Background: an optimization exercise with open tools, aiming at small area and a short achievable clock period. Do not read the settings as production practice. Function was checked by simulation only, so behaviour that the tests miss may differ from the original.

[flow/design.v]
module fixed(
input [15:0] data,
output [15:0] fixed
);
wire sign = data[15];
wire expo_sign = data[14];
wire [3:0] e = data[13:10];
wire [11:0] w = {1'b1, data[9:0], 1'b0};
wire [26:0] wl = {15'b0, w} << e;
wire [11:0] wr = w >> e;
wire left = expo_sign & (e != 4'd0);
wire zero = (data == 16'b0);
wire [14:0] fv = zero ? 15'b0 : (left ? wl[16:2] : {3'b0, wr});
wire [14:0] mag = sign ? (~fv + 15'd1) : fv;
assign fixed = {sign, mag};
endmodule
module fir (
input [15:0] signal,
input clk,
output [15:0] out,
output [15:0] f1,
output [31:0] f2,f3,f4,
output [15:0] fo1
);
wire sign = signal[15];
wire expo_sign = signal[14];
wire [3:0] e = signal[13:10];
wire [11:0] w = {1'b1, signal[9:0], 1'b0};
wire [26:0] wl = {15'b0, w} << e;
wire [11:0] wr = w >> e;
wire left = expo_sign & (e != 4'd0);
wire zero = (signal == 16'b0);
wire [14:0] fv = zero ? 15'b0 : (left ? wl[16:2] : {3'b0, wr});
wire fz = (fv == 15'b0);
wire [15:0] mg = {sign & fz, fv};
wire [19:0] sx = {20{~sign}};
wire signed [15:0] xq_a = {1'b0, fv ^ {15{sign}}};
wire signed [15:0] xq_b = 16'sd0;
wire signed [15:0] xq;
add_sk_16 i_xq (.a(xq_a), .b(xq_b), .ci(sign), .s(xq));
wire signed [15:0] xin = {sign, xq[14:0]};
wire signed [19:0] nc_x = {1'b0, mg, 3'b0} ^ sx;
wire signed [19:0] nc_y = {4'b0, mg} ^ sx;
wire signed [19:0] nc_z = {18'b0, ~sign, 1'b0};
wire signed [19:0] nc_s = nc_x ^ nc_y ^ nc_z;
wire [19:0] nc_m = (nc_x & nc_y) | (nc_x & nc_z) | (nc_y & nc_z);
wire signed [19:0] nin_a = nc_s;
wire signed [19:0] nin_b = {nc_m[18:0], 1'b0};
wire signed [19:0] nin;
add_sk_20 i_nin (.a(nin_a), .b(nin_b), .ci(1'b0), .s(nin));
reg signed [15:0] x;
reg signed [19:0] n;           
always @(posedge clk) begin
  x <= xin;
  n <= nin;
end
wire signed [18:0] m5_a = n;
wire signed [18:0] m5_b = x <<< 2;
wire signed [18:0] m5;
add_sk_19 i_m5 (.a(m5_a), .b(m5_b), .ci(1'b0), .s(m5));
wire signed [19:0] m11_a = n;
wire signed [19:0] m11_b = ~(x <<< 1);
wire signed [19:0] m11;
add_sk_20 i_m11 (.a(m11_a), .b(m11_b), .ci(1'b1), .s(m11));
wire signed [21:0] m45_a = n <<< 2;
wire signed [21:0] m45_b = n;
wire signed [21:0] m45;
add_sk_22 i_m45 (.a(m45_a), .b(m45_b), .ci(1'b0), .s(m45));
reg signed [19:0] nd;          
reg signed [18:0] m5d;         
reg signed [21:0] m45d;        
reg signed [19:0] m11d;        
reg signed [19:0] r4;          
always @(posedge clk) begin
  nd <= n;
  m5d <= m5;
  m45d <= m45;
  m11d <= m11;
  r4 <= {m5d, 1'b0};
end
wire signed [23:0] p205_a = m45d;
wire signed [23:0] p205_b = m5d <<< 5;
wire signed [23:0] p205;
add_bk_24 i_p205 (.a(p205_a), .b(p205_b), .ci(1'b0), .s(p205));
wire signed [24:0] c407_x = m11d <<< 5;
wire signed [24:0] c407_y = m45d;
wire signed [24:0] c407_z = m5d <<< 1;
wire signed [24:0] c407_s = c407_x ^ c407_y ^ c407_z;
wire [24:0] c407_m = (c407_x & c407_y) | (c407_x & c407_z) | (c407_y & c407_z);
wire signed [24:0] p407_a = c407_s;
wire signed [24:0] p407_b = {c407_m[23:0], 1'b0};
wire signed [24:0] p407;
add_bk_25 i_p407 (.a(p407_a), .b(p407_b), .ci(1'b0), .s(p407));
wire signed [24:0] c327_x = m11d <<< 5;
wire signed [24:0] c327_y = ~(m5d <<< 2);
wire signed [24:0] c327_z = ~m5d;
wire signed [24:0] c327_s = c327_x ^ c327_y ^ c327_z;
wire [24:0] c327_m = (c327_x & c327_y) | (c327_x & c327_z) | (c327_y & c327_z);
wire signed [24:0] p327_a = c327_s;
wire signed [24:0] p327_b = {c327_m[23:0], 1'b1};
wire signed [24:0] p327;
add_bk_25 i_p327 (.a(p327_a), .b(p327_b), .ci(1'b1), .s(p327));
wire signed [8:0]  t9   = nd[19:11];
wire signed [8:0]  t11  = m11d[19:11];
wire signed [8:0]  t10  = m5d[18:10];
wire signed [9:0]  c18  = ~nd[19:10];     wire z18  = ~|nd[9:0];
wire signed [11:0] c90  = ~m45d[21:10];   wire z90  = ~|m45d[9:0];
wire signed [12:0] c205 = ~p205[23:11];   wire z205 = ~|p205[10:0];
wire signed [13:0] c327 = ~p327[24:11];   wire z327 = ~|p327[10:0];
wire signed [13:0] c407 = ~p407[24:11];   wire z407 = ~|p407[10:0];
reg signed [8:0] v15;
reg signed [9:0] v14;
reg signed [9:0] v13;
reg signed [10:0] v12;
reg signed [12:0] v11;
reg signed [13:0] v10;
reg signed [14:0] v9;
reg signed [15:0] v8;
reg signed [15:0] v7;
reg signed [15:0] v6;
reg signed [15:0] v5;
reg signed [15:0] v4;
reg signed [15:0] v3;
wire signed [9:0] v14_n_a = t11;
wire signed [9:0] v14_n_b = v15;
wire signed [9:0] v14_n;
add_rip_10 i_v14_n (.a(v14_n_a), .b(v14_n_b), .ci(1'b0), .s(v14_n));
wire signed [9:0] v13_n_a = t10;
wire signed [9:0] v13_n_b = v14;
wire signed [9:0] v13_n;
add_rip_10 i_v13_n (.a(v13_n_a), .b(v13_n_b), .ci(1'b0), .s(v13_n));
wire signed [10:0] v12_n_a = c18;
wire signed [10:0] v12_n_b = v13;
wire signed [10:0] v12_n;
add_rip_11 i_v12_n (.a(v12_n_a), .b(v12_n_b), .ci(z18), .s(v12_n));
wire signed [12:0] v11_n_a = c90;
wire signed [12:0] v11_n_b = v12;
wire signed [12:0] v11_n;
add_rip_13 i_v11_n (.a(v11_n_a), .b(v11_n_b), .ci(z90), .s(v11_n));
wire signed [13:0] v10_n_a = c205;
wire signed [13:0] v10_n_b = v11;
wire signed [13:0] v10_n;
add_rip_14 i_v10_n (.a(v10_n_a), .b(v10_n_b), .ci(z205), .s(v10_n));
wire signed [14:0] v9_n_a = c327;
wire signed [14:0] v9_n_b = v10;
wire signed [14:0] v9_n;
add_rip_15 i_v9_n (.a(v9_n_a), .b(v9_n_b), .ci(z327), .s(v9_n));
wire signed [15:0] v8_n_a = c407;
wire signed [15:0] v8_n_b = v9;
wire signed [15:0] v8_n;
add_rip_16 i_v8_n (.a(v8_n_a), .b(v8_n_b), .ci(z407), .s(v8_n));
wire signed [15:0] v7_n_a = c407;
wire signed [15:0] v7_n_b = v8;
wire signed [15:0] v7_n;
add_rip_16 i_v7_n (.a(v7_n_a), .b(v7_n_b), .ci(z407), .s(v7_n));
wire signed [15:0] v6_n_a = c327;
wire signed [15:0] v6_n_b = v7;
wire signed [15:0] v6_n;
add_rip_16 i_v6_n (.a(v6_n_a), .b(v6_n_b), .ci(z327), .s(v6_n));
wire signed [15:0] v5_n_a = c205;
wire signed [15:0] v5_n_b = v6;
wire signed [15:0] v5_n;
add_rip_16 i_v5_n (.a(v5_n_a), .b(v5_n_b), .ci(z205), .s(v5_n));
wire signed [15:0] v4_n_a = c90;
wire signed [15:0] v4_n_b = v5;
wire signed [15:0] v4_n;
add_rip_16 i_v4_n (.a(v4_n_a), .b(v4_n_b), .ci(z90), .s(v4_n));
wire signed [15:0] v3_n_a = c18;
wire signed [15:0] v3_n_b = v4;
wire signed [15:0] v3_n;
add_rip_16 i_v3_n (.a(v3_n_a), .b(v3_n_b), .ci(z18), .s(v3_n));
wire signed [8:0] t11x = m11[19:11];
wire signed [9:0] u_n_a = t11x;
wire signed [9:0] u_n_b = t10;
wire signed [9:0] u_n;
add_rip_10 i_u_n (.a(u_n_a), .b(u_n_b), .ci(1'b0), .s(u_n));
wire signed [15:0] cs1_x = t11x;
wire signed [15:0] cs1_y = t10;
wire signed [15:0] cs1_z = v3;
wire signed [15:0] cs1_s = cs1_x ^ cs1_y ^ cs1_z;
wire [15:0] cs1_m = (cs1_x & cs1_y) | (cs1_x & cs1_z) | (cs1_y & cs1_z);
wire signed [15:0] s1_n_a = cs1_s;
wire signed [15:0] s1_n_b = {cs1_m[14:0], 1'b0};
wire signed [15:0] s1_n;
add_rip_16 i_s1_n (.a(s1_n_a), .b(s1_n_b), .ci(1'b0), .s(s1_n));
reg signed [15:0] s1;
reg signed [9:0] u;
always @(posedge clk) begin
  v15 <= t9;
  v14 <= v14_n;
  v13 <= v13_n;
  v12 <= v12_n;
  v11 <= v11_n;
  v10 <= v10_n;
  v9 <= v9_n;
  v8 <= v8_n;
  v7 <= v7_n;
  v6 <= v6_n;
  v5 <= v5_n;
  v4 <= v4_n;
  v3 <= v3_n;
  u <= u_n;
  s1 <= s1_n;
end
wire signed [8:0] t0 = n[19:11];
wire signed [15:0] out_n_a = s1;
wire signed [15:0] out_n_b = t0;
wire signed [15:0] out_n;
add_sk_16 i_out_n (.a(out_n_a), .b(out_n_b), .ci(1'b0), .s(out_n));
wire signed [15:0] fo1_n_a = u;
wire signed [15:0] fo1_n_b = t0;
wire signed [15:0] fo1_n;
add_sk_16 i_fo1_n (.a(fo1_n_a), .b(fo1_n_b), .ci(1'b0), .s(fo1_n));
assign out = out_n;
assign fo1 = fo1_n;
assign f1 = x;
assign f2 = {{12{n[19]}}, n};
assign f3 = {{12{m11d[19]}}, m11d};
assign f4 = {{12{r4[19]}}, r4};
endmodule
module add_sk_16(input [15:0] a, input [15:0] b, input ci, output [15:0] s);
wire [15:0] p = a ^ b;
wire [15:0] g0 = a & b;
wire [15:0] g = {g0[15:1], g0[0] | (p[0] & ci)};
wire G1 = g[1] | (p[1] & g[0]);
wire P1 = p[1] & p[0];
wire G2 = g[3] | (p[3] & g[2]);
wire P2 = p[3] & p[2];
wire G3 = g[5] | (p[5] & g[4]);
wire P3 = p[5] & p[4];
wire G4 = g[7] | (p[7] & g[6]);
wire P4 = p[7] & p[6];
wire G5 = g[9] | (p[9] & g[8]);
wire P5 = p[9] & p[8];
wire G6 = g[11] | (p[11] & g[10]);
wire P6 = p[11] & p[10];
wire G7 = g[13] | (p[13] & g[12]);
wire P7 = p[13] & p[12];
wire G8 = g[15] | (p[15] & g[14]);
wire P8 = p[15] & p[14];
wire G9 = g[2] | (p[2] & G1);
wire P9 = p[2] & P1;
wire G10 = G2 | (P2 & G1);
wire P10 = P2 & P1;
wire G11 = g[6] | (p[6] & G3);
wire P11 = p[6] & P3;
wire G12 = G4 | (P4 & G3);
wire P12 = P4 & P3;
wire G13 = g[10] | (p[10] & G5);
wire P13 = p[10] & P5;
wire G14 = G6 | (P6 & G5);
wire P14 = P6 & P5;
wire G15 = g[14] | (p[14] & G7);
wire P15 = p[14] & P7;
wire G16 = G8 | (P8 & G7);
wire P16 = P8 & P7;
wire G17 = g[4] | (p[4] & G10);
wire P17 = p[4] & P10;
wire G18 = G3 | (P3 & G10);
wire P18 = P3 & P10;
wire G19 = G11 | (P11 & G10);
wire P19 = P11 & P10;
wire G20 = G12 | (P12 & G10);
wire P20 = P12 & P10;
wire G21 = g[12] | (p[12] & G14);
wire P21 = p[12] & P14;
wire G22 = G7 | (P7 & G14);
wire P22 = P7 & P14;
wire G23 = G15 | (P15 & G14);
wire P23 = P15 & P14;
wire G24 = G16 | (P16 & G14);
wire P24 = P16 & P14;
wire G25 = g[8] | (p[8] & G20);
wire P25 = p[8] & P20;
wire G26 = G5 | (P5 & G20);
wire P26 = P5 & P20;
wire G27 = G13 | (P13 & G20);
wire P27 = P13 & P20;
wire G28 = G14 | (P14 & G20);
wire P28 = P14 & P20;
wire G29 = G21 | (P21 & G20);
wire P29 = P21 & P20;
wire G30 = G22 | (P22 & G20);
wire P30 = P22 & P20;
wire G31 = G23 | (P23 & G20);
wire P31 = P23 & P20;
wire G32 = G24 | (P24 & G20);
wire P32 = P24 & P20;
wire [16:0] c = {G32, G31, G30, G29, G28, G27, G26, G25, G20, G19, G18, G17, G10, G9, G1, g[0], ci};
assign s = p ^ c[15:0];
endmodule
module add_sk_20(input [19:0] a, input [19:0] b, input ci, output [19:0] s);
wire [19:0] p = a ^ b;
wire [19:0] g0 = a & b;
wire [19:0] g = {g0[19:1], g0[0] | (p[0] & ci)};
wire G1 = g[1] | (p[1] & g[0]);
wire P1 = p[1] & p[0];
wire G2 = g[3] | (p[3] & g[2]);
wire P2 = p[3] & p[2];
wire G3 = g[5] | (p[5] & g[4]);
wire P3 = p[5] & p[4];
wire G4 = g[7] | (p[7] & g[6]);
wire P4 = p[7] & p[6];
wire G5 = g[9] | (p[9] & g[8]);
wire P5 = p[9] & p[8];
wire G6 = g[11] | (p[11] & g[10]);
wire P6 = p[11] & p[10];
wire G7 = g[13] | (p[13] & g[12]);
wire P7 = p[13] & p[12];
wire G8 = g[15] | (p[15] & g[14]);
wire P8 = p[15] & p[14];
wire G9 = g[17] | (p[17] & g[16]);
wire P9 = p[17] & p[16];
wire G10 = g[19] | (p[19] & g[18]);
wire P10 = p[19] & p[18];
wire G11 = g[2] | (p[2] & G1);
wire P11 = p[2] & P1;
wire G12 = G2 | (P2 & G1);
wire P12 = P2 & P1;
wire G13 = g[6] | (p[6] & G3);
wire P13 = p[6] & P3;
wire G14 = G4 | (P4 & G3);
wire P14 = P4 & P3;
wire G15 = g[10] | (p[10] & G5);
wire P15 = p[10] & P5;
wire G16 = G6 | (P6 & G5);
wire P16 = P6 & P5;
wire G17 = g[14] | (p[14] & G7);
wire P17 = p[14] & P7;
wire G18 = G8 | (P8 & G7);
wire P18 = P8 & P7;
wire G19 = g[18] | (p[18] & G9);
wire P19 = p[18] & P9;
wire G20 = G10 | (P10 & G9);
wire P20 = P10 & P9;
wire G21 = g[4] | (p[4] & G12);
wire P21 = p[4] & P12;
wire G22 = G3 | (P3 & G12);
wire P22 = P3 & P12;
wire G23 = G13 | (P13 & G12);
wire P23 = P13 & P12;
wire G24 = G14 | (P14 & G12);
wire P24 = P14 & P12;
wire G25 = g[12] | (p[12] & G16);
wire P25 = p[12] & P16;
wire G26 = G7 | (P7 & G16);
wire P26 = P7 & P16;
wire G27 = G17 | (P17 & G16);
wire P27 = P17 & P16;
wire G28 = G18 | (P18 & G16);
wire P28 = P18 & P16;
wire G29 = g[8] | (p[8] & G24);
wire P29 = p[8] & P24;
wire G30 = G5 | (P5 & G24);
wire P30 = P5 & P24;
wire G31 = G15 | (P15 & G24);
wire P31 = P15 & P24;
wire G32 = G16 | (P16 & G24);
wire P32 = P16 & P24;
wire G33 = G25 | (P25 & G24);
wire P33 = P25 & P24;
wire G34 = G26 | (P26 & G24);
wire P34 = P26 & P24;
wire G35 = G27 | (P27 & G24);
wire P35 = P27 & P24;
wire G36 = G28 | (P28 & G24);
wire P36 = P28 & P24;
wire G37 = g[16] | (p[16] & G36);
wire P37 = p[16] & P36;
wire G38 = G9 | (P9 & G36);
wire P38 = P9 & P36;
wire G39 = G19 | (P19 & G36);
wire P39 = P19 & P36;
wire G40 = G20 | (P20 & G36);
wire P40 = P20 & P36;
wire [20:0] c = {G40, G39, G38, G37, G36, G35, G34, G33, G32, G31, G30, G29, G24, G23, G22, G21, G12, G11, G1, g[0], ci};
assign s = p ^ c[19:0];
endmodule
module add_sk_19(input [18:0] a, input [18:0] b, input ci, output [18:0] s);
wire [18:0] p = a ^ b;
wire [18:0] g0 = a & b;
wire [18:0] g = {g0[18:1], g0[0] | (p[0] & ci)};
wire G1 = g[1] | (p[1] & g[0]);
wire P1 = p[1] & p[0];
wire G2 = g[3] | (p[3] & g[2]);
wire P2 = p[3] & p[2];
wire G3 = g[5] | (p[5] & g[4]);
wire P3 = p[5] & p[4];
wire G4 = g[7] | (p[7] & g[6]);
wire P4 = p[7] & p[6];
wire G5 = g[9] | (p[9] & g[8]);
wire P5 = p[9] & p[8];
wire G6 = g[11] | (p[11] & g[10]);
wire P6 = p[11] & p[10];
wire G7 = g[13] | (p[13] & g[12]);
wire P7 = p[13] & p[12];
wire G8 = g[15] | (p[15] & g[14]);
wire P8 = p[15] & p[14];
wire G9 = g[17] | (p[17] & g[16]);
wire P9 = p[17] & p[16];
wire G10 = g[2] | (p[2] & G1);
wire P10 = p[2] & P1;
wire G11 = G2 | (P2 & G1);
wire P11 = P2 & P1;
wire G12 = g[6] | (p[6] & G3);
wire P12 = p[6] & P3;
wire G13 = G4 | (P4 & G3);
wire P13 = P4 & P3;
wire G14 = g[10] | (p[10] & G5);
wire P14 = p[10] & P5;
wire G15 = G6 | (P6 & G5);
wire P15 = P6 & P5;
wire G16 = g[14] | (p[14] & G7);
wire P16 = p[14] & P7;
wire G17 = G8 | (P8 & G7);
wire P17 = P8 & P7;
wire G18 = g[18] | (p[18] & G9);
wire P18 = p[18] & P9;
wire G19 = g[4] | (p[4] & G11);
wire P19 = p[4] & P11;
wire G20 = G3 | (P3 & G11);
wire P20 = P3 & P11;
wire G21 = G12 | (P12 & G11);
wire P21 = P12 & P11;
wire G22 = G13 | (P13 & G11);
wire P22 = P13 & P11;
wire G23 = g[12] | (p[12] & G15);
wire P23 = p[12] & P15;
wire G24 = G7 | (P7 & G15);
wire P24 = P7 & P15;
wire G25 = G16 | (P16 & G15);
wire P25 = P16 & P15;
wire G26 = G17 | (P17 & G15);
wire P26 = P17 & P15;
wire G27 = g[8] | (p[8] & G22);
wire P27 = p[8] & P22;
wire G28 = G5 | (P5 & G22);
wire P28 = P5 & P22;
wire G29 = G14 | (P14 & G22);
wire P29 = P14 & P22;
wire G30 = G15 | (P15 & G22);
wire P30 = P15 & P22;
wire G31 = G23 | (P23 & G22);
wire P31 = P23 & P22;
wire G32 = G24 | (P24 & G22);
wire P32 = P24 & P22;
wire G33 = G25 | (P25 & G22);
wire P33 = P25 & P22;
wire G34 = G26 | (P26 & G22);
wire P34 = P26 & P22;
wire G35 = g[16] | (p[16] & G34);
wire P35 = p[16] & P34;
wire G36 = G9 | (P9 & G34);
wire P36 = P9 & P34;
wire G37 = G18 | (P18 & G34);
wire P37 = P18 & P34;
wire [19:0] c = {G37, G36, G35, G34, G33, G32, G31, G30, G29, G28, G27, G22, G21, G20, G19, G11, G10, G1, g[0], ci};
assign s = p ^ c[18:0];
endmodule
module add_sk_22(input [21:0] a, input [21:0] b, input ci, output [21:0] s);
wire [21:0] p = a ^ b;
wire [21:0] g0 = a & b;
wire [21:0] g = {g0[21:1], g0[0] | (p[0] & ci)};
wire G1 = g[1] | (p[1] & g[0]);
wire P1 = p[1] & p[0];
wire G2 = g[3] | (p[3] & g[2]);
wire P2 = p[3] & p[2];
wire G3 = g[5] | (p[5] & g[4]);
wire P3 = p[5] & p[4];
wire G4 = g[7] | (p[7] & g[6]);
wire P4 = p[7] & p[6];
wire G5 = g[9] | (p[9] & g[8]);
wire P5 = p[9] & p[8];
wire G6 = g[11] | (p[11] & g[10]);
wire P6 = p[11] & p[10];
wire G7 = g[13] | (p[13] & g[12]);
wire P7 = p[13] & p[12];
wire G8 = g[15] | (p[15] & g[14]);
wire P8 = p[15] & p[14];
wire G9 = g[17] | (p[17] & g[16]);
wire P9 = p[17] & p[16];
wire G10 = g[19] | (p[19] & g[18]);
wire P10 = p[19] & p[18];
wire G11 = g[21] | (p[21] & g[20]);
wire P11 = p[21] & p[20];
wire G12 = g[2] | (p[2] & G1);
wire P12 = p[2] & P1;
wire G13 = G2 | (P2 & G1);
wire P13 = P2 & P1;
wire G14 = g[6] | (p[6] & G3);
wire P14 = p[6] & P3;
wire G15 = G4 | (P4 & G3);
wire P15 = P4 & P3;
wire G16 = g[10] | (p[10] & G5);
wire P16 = p[10] & P5;
wire G17 = G6 | (P6 & G5);
wire P17 = P6 & P5;
wire G18 = g[14] | (p[14] & G7);
wire P18 = p[14] & P7;
wire G19 = G8 | (P8 & G7);
wire P19 = P8 & P7;
wire G20 = g[18] | (p[18] & G9);
wire P20 = p[18] & P9;
wire G21 = G10 | (P10 & G9);
wire P21 = P10 & P9;
wire G22 = g[4] | (p[4] & G13);
wire P22 = p[4] & P13;
wire G23 = G3 | (P3 & G13);
wire P23 = P3 & P13;
wire G24 = G14 | (P14 & G13);
wire P24 = P14 & P13;
wire G25 = G15 | (P15 & G13);
wire P25 = P15 & P13;
wire G26 = g[12] | (p[12] & G17);
wire P26 = p[12] & P17;
wire G27 = G7 | (P7 & G17);
wire P27 = P7 & P17;
wire G28 = G18 | (P18 & G17);
wire P28 = P18 & P17;
wire G29 = G19 | (P19 & G17);
wire P29 = P19 & P17;
wire G30 = g[20] | (p[20] & G21);
wire P30 = p[20] & P21;
wire G31 = G11 | (P11 & G21);
wire P31 = P11 & P21;
wire G32 = g[8] | (p[8] & G25);
wire P32 = p[8] & P25;
wire G33 = G5 | (P5 & G25);
wire P33 = P5 & P25;
wire G34 = G16 | (P16 & G25);
wire P34 = P16 & P25;
wire G35 = G17 | (P17 & G25);
wire P35 = P17 & P25;
wire G36 = G26 | (P26 & G25);
wire P36 = P26 & P25;
wire G37 = G27 | (P27 & G25);
wire P37 = P27 & P25;
wire G38 = G28 | (P28 & G25);
wire P38 = P28 & P25;
wire G39 = G29 | (P29 & G25);
wire P39 = P29 & P25;
wire G40 = g[16] | (p[16] & G39);
wire P40 = p[16] & P39;
wire G41 = G9 | (P9 & G39);
wire P41 = P9 & P39;
wire G42 = G20 | (P20 & G39);
wire P42 = P20 & P39;
wire G43 = G21 | (P21 & G39);
wire P43 = P21 & P39;
wire G44 = G30 | (P30 & G39);
wire P44 = P30 & P39;
wire G45 = G31 | (P31 & G39);
wire P45 = P31 & P39;
wire [22:0] c = {G45, G44, G43, G42, G41, G40, G39, G38, G37, G36, G35, G34, G33, G32, G25, G24, G23, G22, G13, G12, G1, g[0], ci};
assign s = p ^ c[21:0];
endmodule
module add_bk_24(input [23:0] a, input [23:0] b, input ci, output [23:0] s);
wire [23:0] p = a ^ b;
wire [23:0] g0 = a & b;
wire [23:0] g = {g0[23:1], g0[0] | (p[0] & ci)};
wire G1 = g[1] | (p[1] & g[0]);
wire P1 = p[1] & p[0];
wire G2 = g[3] | (p[3] & g[2]);
wire P2 = p[3] & p[2];
wire G3 = g[5] | (p[5] & g[4]);
wire P3 = p[5] & p[4];
wire G4 = g[7] | (p[7] & g[6]);
wire P4 = p[7] & p[6];
wire G5 = g[9] | (p[9] & g[8]);
wire P5 = p[9] & p[8];
wire G6 = g[11] | (p[11] & g[10]);
wire P6 = p[11] & p[10];
wire G7 = g[13] | (p[13] & g[12]);
wire P7 = p[13] & p[12];
wire G8 = g[15] | (p[15] & g[14]);
wire P8 = p[15] & p[14];
wire G9 = g[17] | (p[17] & g[16]);
wire P9 = p[17] & p[16];
wire G10 = g[19] | (p[19] & g[18]);
wire P10 = p[19] & p[18];
wire G11 = g[21] | (p[21] & g[20]);
wire P11 = p[21] & p[20];
wire G12 = g[23] | (p[23] & g[22]);
wire P12 = p[23] & p[22];
wire G13 = G2 | (P2 & G1);
wire P13 = P2 & P1;
wire G14 = G4 | (P4 & G3);
wire P14 = P4 & P3;
wire G15 = G6 | (P6 & G5);
wire P15 = P6 & P5;
wire G16 = G8 | (P8 & G7);
wire P16 = P8 & P7;
wire G17 = G10 | (P10 & G9);
wire P17 = P10 & P9;
wire G18 = G12 | (P12 & G11);
wire P18 = P12 & P11;
wire G19 = G14 | (P14 & G13);
wire P19 = P14 & P13;
wire G20 = G16 | (P16 & G15);
wire P20 = P16 & P15;
wire G21 = G18 | (P18 & G17);
wire P21 = P18 & P17;
wire G22 = G20 | (P20 & G19);
wire P22 = P20 & P19;
wire G23 = G21 | (P21 & G22);
wire P23 = P21 & P22;
wire G24 = G15 | (P15 & G19);
wire P24 = P15 & P19;
wire G25 = G17 | (P17 & G22);
wire P25 = P17 & P22;
wire G26 = G3 | (P3 & G13);
wire P26 = P3 & P13;
wire G27 = G5 | (P5 & G19);
wire P27 = P5 & P19;
wire G28 = G7 | (P7 & G24);
wire P28 = P7 & P24;
wire G29 = G9 | (P9 & G22);
wire P29 = P9 & P22;
wire G30 = G11 | (P11 & G25);
wire P30 = P11 & P25;
wire G31 = g[2] | (p[2] & G1);
wire P31 = p[2] & P1;
wire G32 = g[4] | (p[4] & G13);
wire P32 = p[4] & P13;
wire G33 = g[6] | (p[6] & G26);
wire P33 = p[6] & P26;
wire G34 = g[8] | (p[8] & G19);
wire P34 = p[8] & P19;
wire G35 = g[10] | (p[10] & G27);
wire P35 = p[10] & P27;
wire G36 = g[12] | (p[12] & G24);
wire P36 = p[12] & P24;
wire G37 = g[14] | (p[14] & G28);
wire P37 = p[14] & P28;
wire G38 = g[16] | (p[16] & G22);
wire P38 = p[16] & P22;
wire G39 = g[18] | (p[18] & G29);
wire P39 = p[18] & P29;
wire G40 = g[20] | (p[20] & G25);
wire P40 = p[20] & P25;
wire G41 = g[22] | (p[22] & G30);
wire P41 = p[22] & P30;
wire [24:0] c = {G23, G41, G30, G40, G25, G39, G29, G38, G22, G37, G28, G36, G24, G35, G27, G34, G19, G33, G26, G32, G13, G31, G1, g[0], ci};
assign s = p ^ c[23:0];
endmodule
module add_bk_25(input [24:0] a, input [24:0] b, input ci, output [24:0] s);
wire [24:0] p = a ^ b;
wire [24:0] g0 = a & b;
wire [24:0] g = {g0[24:1], g0[0] | (p[0] & ci)};
wire G1 = g[1] | (p[1] & g[0]);
wire P1 = p[1] & p[0];
wire G2 = g[3] | (p[3] & g[2]);
wire P2 = p[3] & p[2];
wire G3 = g[5] | (p[5] & g[4]);
wire P3 = p[5] & p[4];
wire G4 = g[7] | (p[7] & g[6]);
wire P4 = p[7] & p[6];
wire G5 = g[9] | (p[9] & g[8]);
wire P5 = p[9] & p[8];
wire G6 = g[11] | (p[11] & g[10]);
wire P6 = p[11] & p[10];
wire G7 = g[13] | (p[13] & g[12]);
wire P7 = p[13] & p[12];
wire G8 = g[15] | (p[15] & g[14]);
wire P8 = p[15] & p[14];
wire G9 = g[17] | (p[17] & g[16]);
wire P9 = p[17] & p[16];
wire G10 = g[19] | (p[19] & g[18]);
wire P10 = p[19] & p[18];
wire G11 = g[21] | (p[21] & g[20]);
wire P11 = p[21] & p[20];
wire G12 = g[23] | (p[23] & g[22]);
wire P12 = p[23] & p[22];
wire G13 = G2 | (P2 & G1);
wire P13 = P2 & P1;
wire G14 = G4 | (P4 & G3);
wire P14 = P4 & P3;
wire G15 = G6 | (P6 & G5);
wire P15 = P6 & P5;
wire G16 = G8 | (P8 & G7);
wire P16 = P8 & P7;
wire G17 = G10 | (P10 & G9);
wire P17 = P10 & P9;
wire G18 = G12 | (P12 & G11);
wire P18 = P12 & P11;
wire G19 = G14 | (P14 & G13);
wire P19 = P14 & P13;
wire G20 = G16 | (P16 & G15);
wire P20 = P16 & P15;
wire G21 = G18 | (P18 & G17);
wire P21 = P18 & P17;
wire G22 = G20 | (P20 & G19);
wire P22 = P20 & P19;
wire G23 = G21 | (P21 & G22);
wire P23 = P21 & P22;
wire G24 = G15 | (P15 & G19);
wire P24 = P15 & P19;
wire G25 = G17 | (P17 & G22);
wire P25 = P17 & P22;
wire G26 = G3 | (P3 & G13);
wire P26 = P3 & P13;
wire G27 = G5 | (P5 & G19);
wire P27 = P5 & P19;
wire G28 = G7 | (P7 & G24);
wire P28 = P7 & P24;
wire G29 = G9 | (P9 & G22);
wire P29 = P9 & P22;
wire G30 = G11 | (P11 & G25);
wire P30 = P11 & P25;
wire G31 = g[2] | (p[2] & G1);
wire P31 = p[2] & P1;
wire G32 = g[4] | (p[4] & G13);
wire P32 = p[4] & P13;
wire G33 = g[6] | (p[6] & G26);
wire P33 = p[6] & P26;
wire G34 = g[8] | (p[8] & G19);
wire P34 = p[8] & P19;
wire G35 = g[10] | (p[10] & G27);
wire P35 = p[10] & P27;
wire G36 = g[12] | (p[12] & G24);
wire P36 = p[12] & P24;
wire G37 = g[14] | (p[14] & G28);
wire P37 = p[14] & P28;
wire G38 = g[16] | (p[16] & G22);
wire P38 = p[16] & P22;
wire G39 = g[18] | (p[18] & G29);
wire P39 = p[18] & P29;
wire G40 = g[20] | (p[20] & G25);
wire P40 = p[20] & P25;
wire G41 = g[22] | (p[22] & G30);
wire P41 = p[22] & P30;
wire G42 = g[24] | (p[24] & G23);
wire P42 = p[24] & P23;
wire [25:0] c = {G42, G23, G41, G30, G40, G25, G39, G29, G38, G22, G37, G28, G36, G24, G35, G27, G34, G19, G33, G26, G32, G13, G31, G1, g[0], ci};
assign s = p ^ c[24:0];
endmodule
module add_rip_10(input [9:0] a, input [9:0] b, input ci, output [9:0] s);
wire [10:0] c;
assign c[0] = ci;
genvar i;
generate for (i = 0; i < 10; i = i + 1) begin : r
  assign s[i] = a[i] ^ b[i] ^ c[i];
  assign c[i+1] = (a[i] & b[i]) | (a[i] & c[i]) | (b[i] & c[i]);
end endgenerate
endmodule
module add_rip_11(input [10:0] a, input [10:0] b, input ci, output [10:0] s);
wire [11:0] c;
assign c[0] = ci;
genvar i;
generate for (i = 0; i < 11; i = i + 1) begin : r
  assign s[i] = a[i] ^ b[i] ^ c[i];
  assign c[i+1] = (a[i] & b[i]) | (a[i] & c[i]) | (b[i] & c[i]);
end endgenerate
endmodule
module add_rip_13(input [12:0] a, input [12:0] b, input ci, output [12:0] s);
wire [13:0] c;
assign c[0] = ci;
genvar i;
generate for (i = 0; i < 13; i = i + 1) begin : r
  assign s[i] = a[i] ^ b[i] ^ c[i];
  assign c[i+1] = (a[i] & b[i]) | (a[i] & c[i]) | (b[i] & c[i]);
end endgenerate
endmodule
module add_rip_14(input [13:0] a, input [13:0] b, input ci, output [13:0] s);
wire [14:0] c;
assign c[0] = ci;
genvar i;
generate for (i = 0; i < 14; i = i + 1) begin : r
  assign s[i] = a[i] ^ b[i] ^ c[i];
  assign c[i+1] = (a[i] & b[i]) | (a[i] & c[i]) | (b[i] & c[i]);
end endgenerate
endmodule
module add_rip_15(input [14:0] a, input [14:0] b, input ci, output [14:0] s);
wire [15:0] c;
assign c[0] = ci;
genvar i;
generate for (i = 0; i < 15; i = i + 1) begin : r
  assign s[i] = a[i] ^ b[i] ^ c[i];
  assign c[i+1] = (a[i] & b[i]) | (a[i] & c[i]) | (b[i] & c[i]);
end endgenerate
endmodule
module add_rip_16(input [15:0] a, input [15:0] b, input ci, output [15:0] s);
wire [16:0] c;
assign c[0] = ci;
genvar i;
generate for (i = 0; i < 16; i = i + 1) begin : r
  assign s[i] = a[i] ^ b[i] ^ c[i];
  assign c[i+1] = (a[i] & b[i]) | (a[i] & c[i]) | (b[i] & c[i]);
end endgenerate
endmodule
[flow/flow/run.sh]
#!/bin/bash
# The standard layout, with the ports buffered by sky130_fd_sc_hd__buf_2 cells.
bash standard.sh BUFFER_PORTS_ARGS="-buffer_cell sky130_fd_sc_hd__buf_2" finish > standard.log 2>&1
[flow/standard.sh]
#!/bin/bash
# synth_recipe.tcl (not shown) runs the flow's synth.tcl, then flattens the netlist and writes it again
# the make line also repeats each setting of config.mk as NAME=value (left out here)
make -C /OpenROAD-flow-scripts/flow DESIGN_CONFIG=/design/flow/config.mk WORK_HOME=/design/flow/orfs CLKGATE_MAP_FILE= SYNTH_SCRIPT=/design/flow/synth_recipe.tcl "${@:-finish}"
[flow/config.mk]
export PLATFORM = sky130hd
export DESIGN_NAME = fir
export DESIGN_NICKNAME = fir
export VERILOG_FILES = /design/flow/design.v
export SDC_FILE = /design/flow/constraint.sdc
export NUM_CORES = 4
export LEC_CHECK = 0
export ABC_AREA = 1
export CAP_MARGIN = 20
export CORE_MARGIN = 2
export CORE_UTILIZATION = 40
export SLEW_MARGIN = 20
[flow/constraint.sdc]
create_clock -name core_clock -period 30.0 [get_ports {clk}]
set_input_delay 6.0000 -clock core_clock [delete_from_list [all_inputs] [get_ports {clk}]]
set_output_delay 6.0000 -clock core_clock [all_outputs]
set_load 0.01 [all_outputs]
==> results of run 1 <==
## cell type report
class / instances / area (um^2)
Multi-Input combinational cell: 1255 / 12500
Clock buffer: 53 / 1110
Fill cell: 4914 / 28700
Inverter: 389 / 1460
Tap cell: 688 / 861
Clock inverter: 16 / 234
Timing Repair Buffer: 163 / 826
Sequential cell: 335 / 6710
## state kept, by name, indices dropped and copies added (netlist names), 13 cells and up
name  count
m5d      17
v7       16
v8       16
v5       16
r4       19
nd       18
x        16
m45d     21
v6       16
v10      14
s1       16
v9       15
v3       16
v4       16
m11d     20
v11      13
n        20
## Yosys cell counts (all sizes together), types with 3 or more instances
cell    instances  area share
nor2           76       0.018
o21ai          27      0.0064
fa            285        0.27
inv           389       0.069
nor4            4      0.0012
a211oi          7      0.0025
nand2         254       0.050
a21oi          84       0.021
o21a            4      0.0014
a21boi          4      0.0014
nand3b          3      0.0011
xnor2          51       0.021
nand3         121       0.029
nor3           10      0.0024
nand4          15      0.0048
o31ai           4      0.0014
a31oi           5      0.0015
buf            54       0.020
o21bai         12      0.0043
dfxtp         335        0.32
ha            190        0.11
xor2           70       0.030
a21o            8      0.0029
## layout by cell type, fill, tap and decap left out, drive strengths merged, types with 5 or more instances in the layout
| cell | Yosys | routed |
|---|---|---|
| a21o | 8 | 8 |
| nand2 | 254 | 254 |
| a31oi | 5 | 5 |
| o21ai | 27 | 27 |
| clkinv | 0 | 9 |
| nor3 | 10 | 10 |
| xnor2 | 51 | 51 |
| a211oi | 7 | 7 |
| buf | 54 | 163 |
| xor2 | 70 | 70 |
| o21bai | 12 | 12 |
| clkbuf | 0 | 53 |
| a21oi | 84 | 84 |
| ha | 190 | 190 |
| fa | 285 | 285 |
| nand4 | 15 | 15 |
| dfxtp | 335 | 335 |
| nor2 | 76 | 76 |
| inv | 389 | 393 |
| nand3 | 121 | 121 |
## stage by stage
step / cell area (um^2) / hold WS [ps] / cells
global route: 23700 / 423 / 2899
floorplan: 21000 / 351 / 2033
CTS: 23700 / 417 / 2899
detailed placement: 22300 / 410 / 2830
finish: 23700 / 412 / 2899
global placement: 22300 / 404 / 2830
## worst min-delay path by stage
stage | slack [ps] | end
floorplan | 350 | m45d[1]
global placement | 400 | v15[5]
detailed placement | 410 | v15[0]
CTS | 420 | r4[5]
global route | 420 | r4[5]
finish | 410 | v15[1]
## kinds of logic (layout without fill, tap and decap cells)
| group | count (synthesis) | count (layout) | share of synthesized area |
|---|---|---|---|
| simple gates | 488 | 488 | 0.108 |
| buf+inv | 443 | 621 | 0.0897 |
| compound gates | 168 | 168 | 0.0477 |
| flops | 335 | 335 | 0.319 |
| fa+ha+maj | 475 | 475 | 0.384 |
| mux | 2 | 2 | 0.00107 |
| xor+xnor | 121 | 121 | 0.0511 |
| other cells | 1 | 1 | 0.000178 |
## layer usage
| metal | track usage | share of wire | up-vias |
|---|---|---|---|
| met5 | 0 | 0 | - |
| met2 | 0.318 | 0.48 | 226 |
| met4 | 0.0483 | 0.020 | 0 |
| met3 | 0.0288 | 0.035 | 66 |
| li1 | - | - | 6570 |
| met1 | 0.255 | 0.47 | 6551 |
==> results by group, run 1 <==
Drt
  • 1st-iter DRT viols: 524
  • Total wire length: 48.7 mm
  • Drt pass-1 iters: 5
  • Via Count: 13413
  • Via-to-Cell Ratio: 4.63
  • Number of antenna-violating nets in the routed design: 0
  • Drt drc: 0
  • WL/cell: 16.8 um

Critical path
  • Crit end category: flop
  • Startpoint Class: flop
  • Crit path launch: m45d[1]
  • RR Startpoint: m45d[1]
  • Crit path largest cell delay: 510 ps
  • CP arrival: 10410 ps
  • Setup crit end: v7[15]
  • Crit-path max FO: 8
  • Levels on crit path: 31
  • CP max-delay cell: fa_1
  • Worst path bufs/invs: 1
  • Reg2reg setup slack: 20020 ps
  • WS Path Type: flop to flop
  • CP most frequent cell: fa_1
  • Critical R2R Capture: v7[15]
  • CP top delay family: adder cells
  • Worst r2r path cells: 31
  • WP data required: 30430 ps

Timing
  • Slew @ Worst Pin: 963 ps
  • Fin. max-slew vios: 0
  • Final worst-path cycle share: 0.333
  • Slew HR: 0.351
  • Worst setup margin: 20020 ps
  • Final setup viols: 0
  • RSZ-0062 raised after global routing: false
  • Clock Skew: 25.9 ps
  • Final Hold Vio Count: 0
  • Fmax achieved: 100 MHz
  • Min Tclk post-route: 9980 ps
  • Accumulated negative setup slack: 0 ps

Hold path
  • Hold Path Cell Cnt: 0
  • Min-Delay Path Class: flop to flop
  • Hold path start: nd[12]

Floorplan
  • Die Area: 0.0545 mm^2
  • I/O pin count: 161
  • Starting Density: 0.402
  • Core Box Area: 0.0523 mm^2
  • Site Rows: 84
  • Die height: 233 um
  • DIE WIDTH: 233 um

Logic synthesis
  • Post-synth EDFFs: 0
  • Synth Instances: 2033
  • Yosys warning total: 1
  • Distinct cell type count after synthesis: 54
  • Number of synthesized register bits: 335
  • Post-Syn Nets: 2525
  • Mapped cell area: 0.0210 mm^2
  • Async SR Flop Fraction: 0
  • Syn Area/Cell: 10.4 um^2
  • Register area share after synthesis: 0.319
  • Synth Flop Type: dfxtp_1

Final layout
  • Final core utilization: 0.452
  • Share of cells above drive strength 1: 0.125
  • Nets: 2675
  • Layout area overhead: 12.4%
  • Antenna cells: 0

Clocking
  • H-Tree Depth: 2
  • # hold bufs at CTS: 0
  • Maximum clock path buffer count: 3
  • CTS clock-pin slew for the worst setup and hold paths: 60 ps
  • Resized cells post-CTS: 0
  • Setup bufs post-CTS: 0
  • Clock sink count: 335
  • Worst-Skew Late Latency: 580 ps
  • CTS tree: built
  • Root buf cell: clkbuf_16
  • CTS Buf Count: 39

Global routing
  • GRT Util Overall: 0.189
  • Grt ovf: 0
  • Vias in the first global route: 14517
  • Largest net degree at the start of global routing: 31
  • First-pass GRT wire length: 78.9 mm
  • Initial antenna violation count: 0

Placement
  • Post-DP HPWL: 39.7 mm
  • Pre-CTS setup slack: 19990 ps
  • Final GP Congestion: 0.886
  • I/O Buffers: 159

Run status
  • Status: complete, no violations

Flow run
  • Max Cap Violations: 0
==> run 2: changes to the inputs <==
--- a/flow/design.v
+++ b/flow/design.v
@@ -66,13 +66,15 @@
 wire signed [21:0] m45_b = n;
 wire signed [21:0] m45;
 add_sk_22 i_m45 (.a(m45_a), .b(m45_b), .ci(1'b0), .s(m45));
-reg signed [19:0] nd;          
+reg signed [9:0] ndh;          
+reg nz;                        
 reg signed [18:0] m5d;         
 reg signed [21:0] m45d;        
 reg signed [19:0] m11d;        
 reg signed [19:0] r4;          
 always @(posedge clk) begin
-  nd <= n;
+  ndh <= n[19:10];
+  nz <= ~|n[9:0];
   m5d <= m5;
   m45d <= m45;
   m11d <= m11;
@@ -100,10 +102,10 @@
 wire signed [24:0] p327_b = {c327_m[23:0], 1'b1};
 wire signed [24:0] p327;
 add_bk_25 i_p327 (.a(p327_a), .b(p327_b), .ci(1'b1), .s(p327));
-wire signed [8:0]  t9   = nd[19:11];
+wire signed [8:0]  t9   = ndh[9:1];
 wire signed [8:0]  t11  = m11d[19:11];
 wire signed [8:0]  t10  = m5d[18:10];
-wire signed [9:0]  c18  = ~nd[19:10];     wire z18  = ~|nd[9:0];
+wire signed [9:0]  c18  = ~ndh;           wire z18  = nz;
 wire signed [11:0] c90  = ~m45d[21:10];   wire z90  = ~|m45d[9:0];
 wire signed [12:0] c205 = ~p205[23:11];   wire z205 = ~|p205[10:0];
 wire signed [13:0] c327 = ~p327[24:11];   wire z327 = ~|p327[10:0];
==> flow/flow/run.sh (replaced) <==
#!/bin/bash
# The standard layout (the standard.sh), with the ports buffered by buf_1 cells.
bash standard.sh BUFFER_PORTS_ARGS="-buffer_cell sky130_fd_sc_hd__buf_1" finish > standard.log 2>&1
==> run 2 against run 1 <==
Net effect: fmax decreased by 0.85%; non-clock buffer count grew 4; global-route usage increased by 0.16 points; clock skew up 1.4 ps; still clean; synthesized cell count grew 1.2%; via count is 1.7% higher; sequential share of layout area is essentially flat.
==> results by group, run 2 <==
Run status
  • Status: complete, no violations

Clocking
  • Maximum clock path buffer count: 3
  • CTS Buf Count: 37
  • CTS tree: built
  • H-Tree Depth: 2
  • Worst-Skew Late Latency: 580 ps
  • # hold bufs at CTS: 0
  • Setup bufs post-CTS: 0
  • Clock sink count: 328
  • CTS clock-pin slew for the worst setup and hold paths: 50 ps
  • Resized cells post-CTS: 0
  • Root buf cell: clkbuf_16

Timing
  • Fin. max-slew vios: 0
  • Slew @ Worst Pin: 1010 ps
  • Final worst-path cycle share: 0.335
  • Fmax achieved: 99.4 MHz
  • Clock Skew: 27.2 ps
  • Min Tclk post-route: 10060 ps
  • Slew HR: 0.326
  • RSZ-0062 raised after global routing: false
  • Accumulated negative setup slack: 0 ps
  • Final setup viols: 0
  • Final Hold Vio Count: 0

Logic synthesis
  • Register area share after synthesis: 0.314
  • Synth Instances: 2057
  • Number of synthesized register bits: 328
  • Synth Flop Type: dfxtp_1
  • Top post-synthesis cells by area: dfxtp_1 31%, fa_1 27%, ha_1 11%
  • Async SR Flop Fraction: 0
  • Mapped cell area: 0.0209 mm^2
  • Post-synth EDFFs: 0
  • Synth top area share: 0.314
  • Commonest cells in the synthesized netlist: 394 x inv_1, 328 x dfxtp_1, 285 x fa_1
  • Distinct cell type count after synthesis: 49
  • Post-Syn Nets: 2549
  • Top cell type by total area after synthesis: dfxtp_1
  • Syn Area/Cell: 10.2 um^2
  • Yosys warning total: 1
  • Top-count cell post-synth: inv_1

Flow run
  • Max Cap Violations: 0

Global routing
  • Global routing usage on met2: 0.314
  • Largest net degree at the start of global routing: 31
  • GRT Max-Usage Layer: met2
  • Vias in the first global route: 14675
  • First-pass GRT wire length: 79.2 mm
  • Met3 GRT Util: 0.0382
  • Grt ovf: 0
  • Initial antenna violation count: 1
  • M1 GR Usage: 0.252
  • GRT Util Overall: 0.191

Drt
  • Total wire length: 48.7 mm
  • WL/cell: 16.7 um
  • Drt drc: 0
  • Via-to-Cell Ratio: 4.68
  • Number of antenna-violating nets in the routed design: 0
  • Via Count: 13636
  • 1st-iter DRT viols: 642
  • Drt pass-1 iters: 6

Critical path
  • Levels on crit path: 22
  • WS Path Type: input pin to flop
  • RR Startpoint: m45d[1]
  • CP top delay family: adder cells
  • WP data required: 30460 ps
  • Crit path largest cell delay: 730 ps
  • Reg2reg setup slack: 19950 ps
  • Worst path bufs/invs: 6
  • Crit end category: flop
  • Crit path launch: signal[10]
  • Startpoint Class: input pin
  • Crit-path max FO: 17
  • Cells along the critical path: buf_1 -> nand2_1 -> and2_1 -> o21ai_0 -> nand2_1 -> o211ai_1 -> nand2_1 -> o21ai_0 -> inv_1 -> ha_1 -> inv_1 -> ha_1 -> ha_1 -> nand2_1 -> inv_1 -> nand2_1 -> a21oi_1 -> nor2_1 -> o21ai_0 -> inv_1 -> fa_1 -> inv_1
  • Worst r2r path cells: 32
  • CP max-delay cell: buf_1
  • CP arrival: 10520 ps
  • Critical R2R Capture: v6[15]

Final layout
  • Max reg flops: 21
  • Share of cells above drive strength 1: 0.0447
  • Most flop-heavy register: m45d
  • Layout area overhead: 11.0%
  • Biggest regs: m45d: 21 flops, m11d: 20 flops, n: 20 flops
  • Most frequent cells in the layout: 394 x inv_1, 328 x dfxtp_1, 285 x fa_1
  • Fillers: 4950
  • Nets: 2701
  • Fin area: 0.0232 mm^2
  • Antenna cells: 0
  • Commonest non-fill, non-tap cell in the layout: inv_1

Hold path
  • Hold path start: ndh[4]
  • Min-Delay Path Class: flop to flop
  • Hold Path Cell Cnt: 0
  • Hold Path End: v15[3]

Placement
  • Dpl cell area: 0.0220 mm^2
  • I/O Buffers: 159
  • Post-DP HPWL: 39.5 mm
  • Final GP Congestion: 0.890

Floorplan
  • Site Rows: 83
  • DIE WIDTH: 232 um
  • Core Box Area: 0.0515 mm^2
  • I/O pin count: 161
  • Die Area: 0.0540 mm^2
  • Starting Density: 0.405
  • Die height: 232 um
## run 2: changes by cell type in the layout (fill, tap and decap cells not counted), sizes merged, moves of 4 or more
cell | before | now
buf | 163 | 167
dfxtp | 335 | 328
inv | 393 | 401
nand2 | 254 | 264
nand3 | 121 | 125
nor2 | 76 | 81
nor3 | 10 | 14
o21ai | 27 | 31
xor2 | 70 | 62
## run 2: kinds of logic after synthesis
group,synth area share
xor+xnor,0.0487
flops,0.314
simple gates,0.110
compound gates,0.0472
buf+inv,0.0921
fa+ha+maj,0.387
other cells,0.000180
## run 2: final cells by class
type | count | area, um^2 | area share
Clock inverter | 10 | 135 | 0.00583
Multi-Input combinational cell | 1275 | 12400 | 0.535
Inverter | 400 | 1510 | 0.0650
Timing Repair Buffer | 167 | 657 | 0.0284
Tap cell | 680 | 851 | 0.0367
Sequential cell | 328 | 6570 | 0.283
Clock buffer | 55 | 1060 | 0.0459
## run 2: worst max-delay path by stage
stage	endpoint	slack, ps
4_1_cts	v6[15]	19830
2_1_floorplan	v6[15]	20660
6_report	n[16]	19940
5_1_grt	v6[15]	19250
3_3_place_gp	n[16]	19470
3_5_place_dp	n[17]	19420
## run 2: metal layers
metal	wire, um	up-vias
met5	13	-
met4	1460	2
met3	2160	78
met2	23100	252
met1	21900	6640
li1	-	6664
## run 2: through the flow
step / cells / setup slack (ps) / utilization / hold slack, ps
after floorplan: 2057 / 20660 / - / 355
after global placement: 2850 / 19470 / 0.427 / 403
after detailed placement: 2850 / 19420 / 0.427 / 411
after CTS: 2915 / 19830 / 0.450 / 419
after global routing: 2915 / 19250 / 0.450 / 433
final: 2915 / 19940 / 0.450 / 416
==> run 3: changes to the inputs <==
--- a/flow/config.mk
+++ b/flow/config.mk
@@ -8,5 +8,8 @@
 export ABC_AREA = 1
 export CAP_MARGIN = 20
 export CORE_MARGIN = 2
-export CORE_UTILIZATION = 40
+export CORE_UTILIZATION = 55
+export CTS_CLUSTER_DIAMETER = 60
+export CTS_CLUSTER_SIZE = 40
+export PLACE_DENSITY = 0.7
 export SLEW_MARGIN = 20
==> run 3 against run 2 <==
Net effect: still clean on timing, DRC and antenna; sequential cell count unchanged; critical path depth increased by 1; critical endpoint is now n[17].
==> results by group, run 3 <==
Critical path
  • Worst r2r path cells: 32
  • Crit end category: flop
  • WP data required: 30470 ps
  • Reg2reg setup slack: 19800 ps
  • Critical R2R Capture: v6[15]
  • CP arrival: 10870 ps
  • WS Path Type: input pin to flop
  • RR Startpoint: m11d[0]
  • Crit-path max FO: 21
  • Startpoint Class: input pin

Clocking
  • CTS clock-pin slew for the worst setup and hold paths: 90 ps
  • Resized cells post-CTS: 0
  • Worst-Skew Late Latency: 590 ps
  • CTS Buf Count: 27
  • Maximum clock path buffer count: 3
  • # hold bufs at CTS: 0
  • CTS tree: built
  • H-Tree Depth: 1
  • Clock sink count: 328
  • Setup bufs post-CTS: 0
  • Root buf cell: clkbuf_16

Global routing
  • Grt ovf: 0
  • First-pass GRT wire length: 76.6 mm
  • Largest net degree at the start of global routing: 31
  • Vias in the first global route: 14484
  • GRT Util Overall: 0.252
  • Initial antenna violation count: 0

Placement
  • Final GP Congestion: 0.904
  • Dpl cell area: 0.0218 mm^2
  • Pre-CTS setup slack: 19030 ps
  • I/O Buffers: 159
  • Post-DP HPWL: 37.7 mm

Logic synthesis
  • Distinct cell type count after synthesis: 49
  • Synth top area share: 0.314
  • Mapped cell area: 0.0209 mm^2
  • Yosys warning total: 1
  • Register area share after synthesis: 0.314
  • Post-Syn Nets: 2549
  • Synth Instances: 2057
  • Commonest cells in the synthesized netlist: 394 x inv_1, 328 x dfxtp_1, 285 x fa_1
  • Async SR Flop Fraction: 0
  • Synth Flop Type: dfxtp_1
  • Top-count cell post-synth: inv_1
  • Top cell type by total area after synthesis: dfxtp_1
  • Post-synth EDFFs: 0
  • Number of synthesized register bits: 328
  • Top post-synthesis cells by area: dfxtp_1 31%, fa_1 27%, ha_1 11%
  • Syn Area/Cell: 10.2 um^2

Timing
  • Slew @ Worst Pin: 1070 ps
  • Worst hold slack: 415 ps
  • Slew HR: 0.288
  • Final Hold Vio Count: 0
  • Worst setup margin: 19600 ps
  • Fmax achieved: 96.1 MHz
  • Final worst-path cycle share: 0.347
  • Final setup viols: 0
  • RSZ-0062 raised after global routing: false
  • Accumulated negative setup slack: 0 ps
  • Min Tclk post-route: 10400 ps
  • Clock Skew: 28.2 ps
  • Fin. max-slew vios: 0

Drt
  • WL/cell: 17.0 um
  • Met2 wire len: 21.9 mm
  • Met3 WL: 2.44 mm
  • Via-to-Cell Ratio: 5.02
  • Drt pass-1 iters: 6
  • Highest Signal Layer: met4
  • Number of antenna-violating nets in the routed design: 0
  • 1st-iter DRT viols: 593
  • Via Count: 13702
  • Total wire length: 46.3 mm
  • Drt drc: 0
  • Metal-1 WL: 20.5 mm

Final layout
  • Biggest regs: m45d: 21 flops, m11d: 20 flops, n: 20 flops
  • Most flop-heavy register: m45d
  • Share of cells above drive strength 1: 0.0428
  • Fin area: 0.0228 mm^2
  • Commonest non-fill, non-tap cell in the layout: inv_1
  • Most frequent cells in the layout: 394 x inv_1, 328 x dfxtp_1, 285 x fa_1
  • Fillers: 3149
  • Antenna cells: 0
  • Max reg flops: 21
  • Nets: 2690
  • Layout area overhead: 9.14%

Floorplan
  • Site Rows: 71
  • I/O pin count: 161
  • Die height: 199 um
  • Starting Density: 0.557
  • DIE WIDTH: 199 um
  • Die Area: 0.0395 mm^2
  • Core Box Area: 0.0375 mm^2

Run status
  • Status: complete, no violations

Hold path
  • Min-Delay Path Class: flop to flop
  • Hold Path Cell Cnt: 0
  • Hold Path End: v15[5]
  • Hold path start: ndh[6]

Flow run
  • Max Cap Violations: 0
[run 3: layer usage]
layer  vias to the layer above  track usage
met5                         -            0
met2                       314        0.415
met3                        81       0.0397
met4                         0       0.0840
met1                      6667        0.341
li1                       6640            -
[run 3: worst max path at each step]
| stage | cells after the start | from | end | slack, ps |
|---|---|---|---|---|
| global route | 23 | signal[11] | n[17] | 19050 |
| detailed placement | 23 | signal[11] | n[17] | 19030 |
| finish | 23 | signal[11] | n[17] | 19600 |
| CTS | 23 | signal[11] | n[17] | 19610 |
| global placement | 21 | signal[11] | n[16] | 19070 |
| floorplan | 32 | m11d[0] | v6[15] | 20660 |
[run 3: cell type report]
| cell class | instances | area (um^2) | area share |
|---|---|---|---|
| tap | 511 | 639 | 0.0281 |
| inverter | 400 | 1510 | 0.0661 |
| clock buffer | 29 | 703 | 0.0309 |
| clock inverter | 21 | 334 | 0.0147 |
| timing repair buffer | 166 | 649 | 0.0285 |
| multi-input combinational | 1275 | 12400 | 0.544 |
| sequential | 328 | 6570 | 0.288 |
[run 3: kinds of logic after synthesis]
group           count (synthesis)  synth area share
fa+ha+maj                     475             0.387
flops                         328             0.314
simple gates                  515             0.110
other cells                     1          0.000180
buf+inv                       454            0.0921
compound gates                168            0.0472
xor+xnor                      116            0.0487
[run 3: through the flow]
| stage | utilization | cells |
|---|---|---|
| global placement | 0.580 | 2680 |
| global route | 0.608 | 2730 |
| finish | 0.608 | 2730 |
| floorplan | - | 2057 |
| detailed placement | 0.580 | 2680 |
| CTS | 0.608 | 2730 |
[run 3: critical path, cell delays in order]
cell	delay (ps)
buf_1	770
inv_2	370
nor2_1	310
nand2_1	80
o21ai_0	100
nand2_1	80
o211ai_1	100
nand2_1	70
o21ai_0	220
inv_1	200
ha_1	320
inv_1	50
ha_1	300
ha_1	340
nand2_1	60
inv_1	50
nand2_1	60
a21oi_1	130
nor2_1	110
o21ai_0	430
inv_1	130
fa_1	440
xnor2_1	130
==> run 4: changes to the inputs <==
--- a/flow/config.mk
+++ b/flow/config.mk
@@ -8,8 +8,8 @@
 export ABC_AREA = 1
 export CAP_MARGIN = 20
 export CORE_MARGIN = 2
-export CORE_UTILIZATION = 55
+export CORE_UTILIZATION = 40
+export CTS_BUF_LIST = sky130_fd_sc_hd__clkbuf_8
 export CTS_CLUSTER_DIAMETER = 60
 export CTS_CLUSTER_SIZE = 40
-export PLACE_DENSITY = 0.7
 export SLEW_MARGIN = 20
==> run 4 against run 3 <==
Net effect: synthesized cell count unchanged; highest routed layer unchanged; hold slack better by 8.8 ps; core utilization down 17 points; area after synthesis unchanged; wire length up 3.1%.
==> results by group, run 4 <==
Clocking
  • H-Tree Depth: 1
  • CTS Buf Count: 26
  • CTS clock-pin slew for the worst setup and hold paths: 120 ps
  • Root buf cell: clkbuf_8
  • Setup bufs post-CTS: 0
  • Resized cells post-CTS: 0
  • Clock sink count: 328
  • Maximum clock path buffer count: 3
  • Worst-Skew Late Latency: 630 ps
  • # hold bufs at CTS: 0
  • CTS tree: built

Logic synthesis
  • Synth Instances: 2057
  • Yosys warning total: 1
  • Syn Area/Cell: 10.2 um^2
  • Top cell type by total area after synthesis: dfxtp_1
  • Commonest cells in the synthesized netlist: 394 x inv_1, 328 x dfxtp_1, 285 x fa_1
  • Synth top area share: 0.314
  • Number of synthesized register bits: 328
  • Mapped cell area: 0.0209 mm^2
  • Async SR Flop Fraction: 0
  • Synth Flop Type: dfxtp_1
  • Post-synth EDFFs: 0
  • Post-Syn Nets: 2549
  • Distinct cell type count after synthesis: 49
  • Top post-synthesis cells by area: dfxtp_1 31%, fa_1 27%, ha_1 11%
  • Register area share after synthesis: 0.314
  • Top-count cell post-synth: inv_1

Final layout
  • Share of cells above drive strength 1: 0.0424
  • Layout area overhead: 8.04%
  • Antenna cells: 0
  • Final std cells w/o fill: 2898
  • Most flop-heavy register: m45d
  • Nets: 2690
  • Biggest regs: m45d: 21 flops, m11d: 20 flops, n: 20 flops
  • Most frequent cells in the layout: 394 x inv_1, 328 x dfxtp_1, 285 x fa_1
  • Commonest non-fill, non-tap cell in the layout: inv_1
  • Max reg flops: 21

Drt
  • Via Count: 13445
  • Total wire length: 47.8 mm
  • Drt drc: 0
  • Via-to-Cell Ratio: 4.64
  • Drt pass-1 iters: 5
  • Number of antenna-violating nets in the routed design: 0
  • WL/cell: 16.5 um
  • 1st-iter DRT viols: 725

Timing
  • Fin. max-slew vios: 0
  • Clock Skew: 29.4 ps
  • Slew HR: 0.332
  • Min Tclk post-route: 10070 ps
  • Fmax achieved: 99.3 MHz
  • Slew @ Worst Pin: 1000 ps
  • Final Hold Vio Count: 0
  • RSZ-0062 raised after global routing: false
  • Accumulated negative setup slack: 0 ps
  • Final setup viols: 0
  • Final worst-path cycle share: 0.336

Floorplan
  • Site Rows: 83
  • Die Area: 0.0540 mm^2
  • I/O pin count: 161
  • Die height: 232 um
  • Starting Density: 0.405
  • Core Box Area: 0.0515 mm^2
  • DIE WIDTH: 232 um

Placement
  • Inst Count DP: 2850
  • Post-DP HPWL: 39.5 mm
  • I/O Buffers: 159
  • Final GP Congestion: 0.890

Run status
  • Status: complete, no violations

Hold path
  • Min-Delay Path Class: flop to flop

Critical path
  • Startpoint Class: flop
  • WP data required: 30520 ps
  • Crit end category: flop
  • CP arrival: 10590 ps
  • CP top delay family: adder cells
  • WS Path Type: flop to flop
  • CP max-delay cell: dfxtp_1
  • Worst path bufs/invs: 4
  • Crit path largest cell delay: 550 ps
  • Crit-path max FO: 8
  • CP most frequent cell: fa_1

Global routing
  • Grt ovf: 0
  • First-pass GRT wire length: 78.1 mm
  • Vias in the first global route: 14495
  • Initial antenna violation count: 0
  • Largest net degree at the start of global routing: 31
  • GRT Util Overall: 0.186

Flow run
  • Max Cap Violations: 0
[run 4: cell counts after synthesis]
Identical to the previous run, type by type.
[run 4: layout make-up]
| type | count | area (um^2) |
|---|---|---|
| fillers | 5007 | 29000 |
| multi-input cells | 1275 | 12400 |
| flip-flops and latches | 328 | 6570 |
| inverters | 400 | 1510 |
| well taps | 680 | 851 |
| repair buffers | 167 | 657 |
| clock buffers | 27 | 372 |
| clock inverters | 21 | 215 |
[run 4: layer usage]
layer	GRT usage	share of wire
met4	0.0504	0.026
met3	0.0300	0.041
met1	0.252	0.46
met5	0	0
met2	0.309	0.48
[run 4: worst paths after layout]
| check | from | slack, ps | depth (start not counted) | end |
|---|---|---|---|---|
| worst min register to register | ndh[4] | 420 | 0 | v15[3] |
| worst max-delay path | m45d[1] | 19930 | 32 | v6[15] |
| worst max register to register | m45d[1] | 19930 | 32 | v6[15] |
| worst min-delay path | ndh[4] | 420 | 0 | v15[3] |
[run 4: worst register-to-register path, delay by kind of cell, from the launching register on]
family / cells / cell delay (ps)
AOI/OAI and AO/OA: 5 / 1120
xor gates and xnor gates: 1 / 190
adders and majority gates: 18 / 7310
buffers and inverters: 4 / 420
DFF: 1 / 550
and+or+nand+nor: 4 / 350
[run 4: kinds of logic (layout without fill, tap and decap cells)]
group | Yosys count | after routing | share of synthesized area
AOI/OAI and AO/OA | 168 | 168 | 0.0472
xor gates and xnor gates | 116 | 116 | 0.0487
adders and majority gates | 475 | 475 | 0.387
buffers and inverters | 454 | 615 | 0.0921
DFF | 328 | 328 | 0.314
other | 1 | 1 | 0.000180
and+or+nand+nor | 515 | 515 | 0.110
[run 4: stage by stage]
stage	worst slack (ps)	instance area (um^2)	hold WS (ps)	util
2_1_floorplan	20660	20900	355	-
3_3_place_gp	19470	22000	403	0.427
3_5_place_dp	19420	22000	411	0.427
4_1_cts	19810	22600	430	0.438
5_1_grt	19230	22600	443	0.438
6_report	19930	22600	423	0.438

[static timing again, ports no longer ideal]
Ports are ideal in the flow. The routed layouts listed here were re-timed in OpenROAD.
Step 1 (the two cells are an assumption about what drives the block):
set clk [get_ports {clk}]
set_driving_cell -lib_cell sky130_fd_sc_hd__clkbuf_16 $clk
set_driving_cell -lib_cell sky130_fd_sc_hd__buf_2 [delete_from_list [all_inputs] $clk]
Step 2 moves the port delays by t, midway between the first and last clock arrival at a register: inputs arrive t later, outputs are due t later. That takes back most of the time a late clock gives input paths.
Three values: no drivers, after step 1, after step 2; two values: the first two.
| run | t, ns | setup slack, ns | latest minus earliest clock arrival (ns) | slew at the worst register clock pin (ns) |
|---|---|---|---|---|
| run 1 | 0.625 | 20.024 / 20.024 / 19.923 | 0.027 / 0.027 | 0.06 / 0.06 |
| run 2 | 0.615 | 19.939 / 19.951 / 19.346 | 0.031 / 0.031 | 0.08 / 0.08 |
| run 3 | 0.637 | 19.599 / 19.629 / 18.992 | 0.028 / 0.028 | 0.09 / 0.09 |
| run 4 | 0.663 | 19.929 / 19.929 / 19.348 | 0.029 / 0.029 | 0.13 / 0.13 |
After both steps setup and hold are still met in every run listed. For run 3, which loses most, drivers alone change the setup slack by +0.030 ns; drivers and shift together by -0.607 ns.
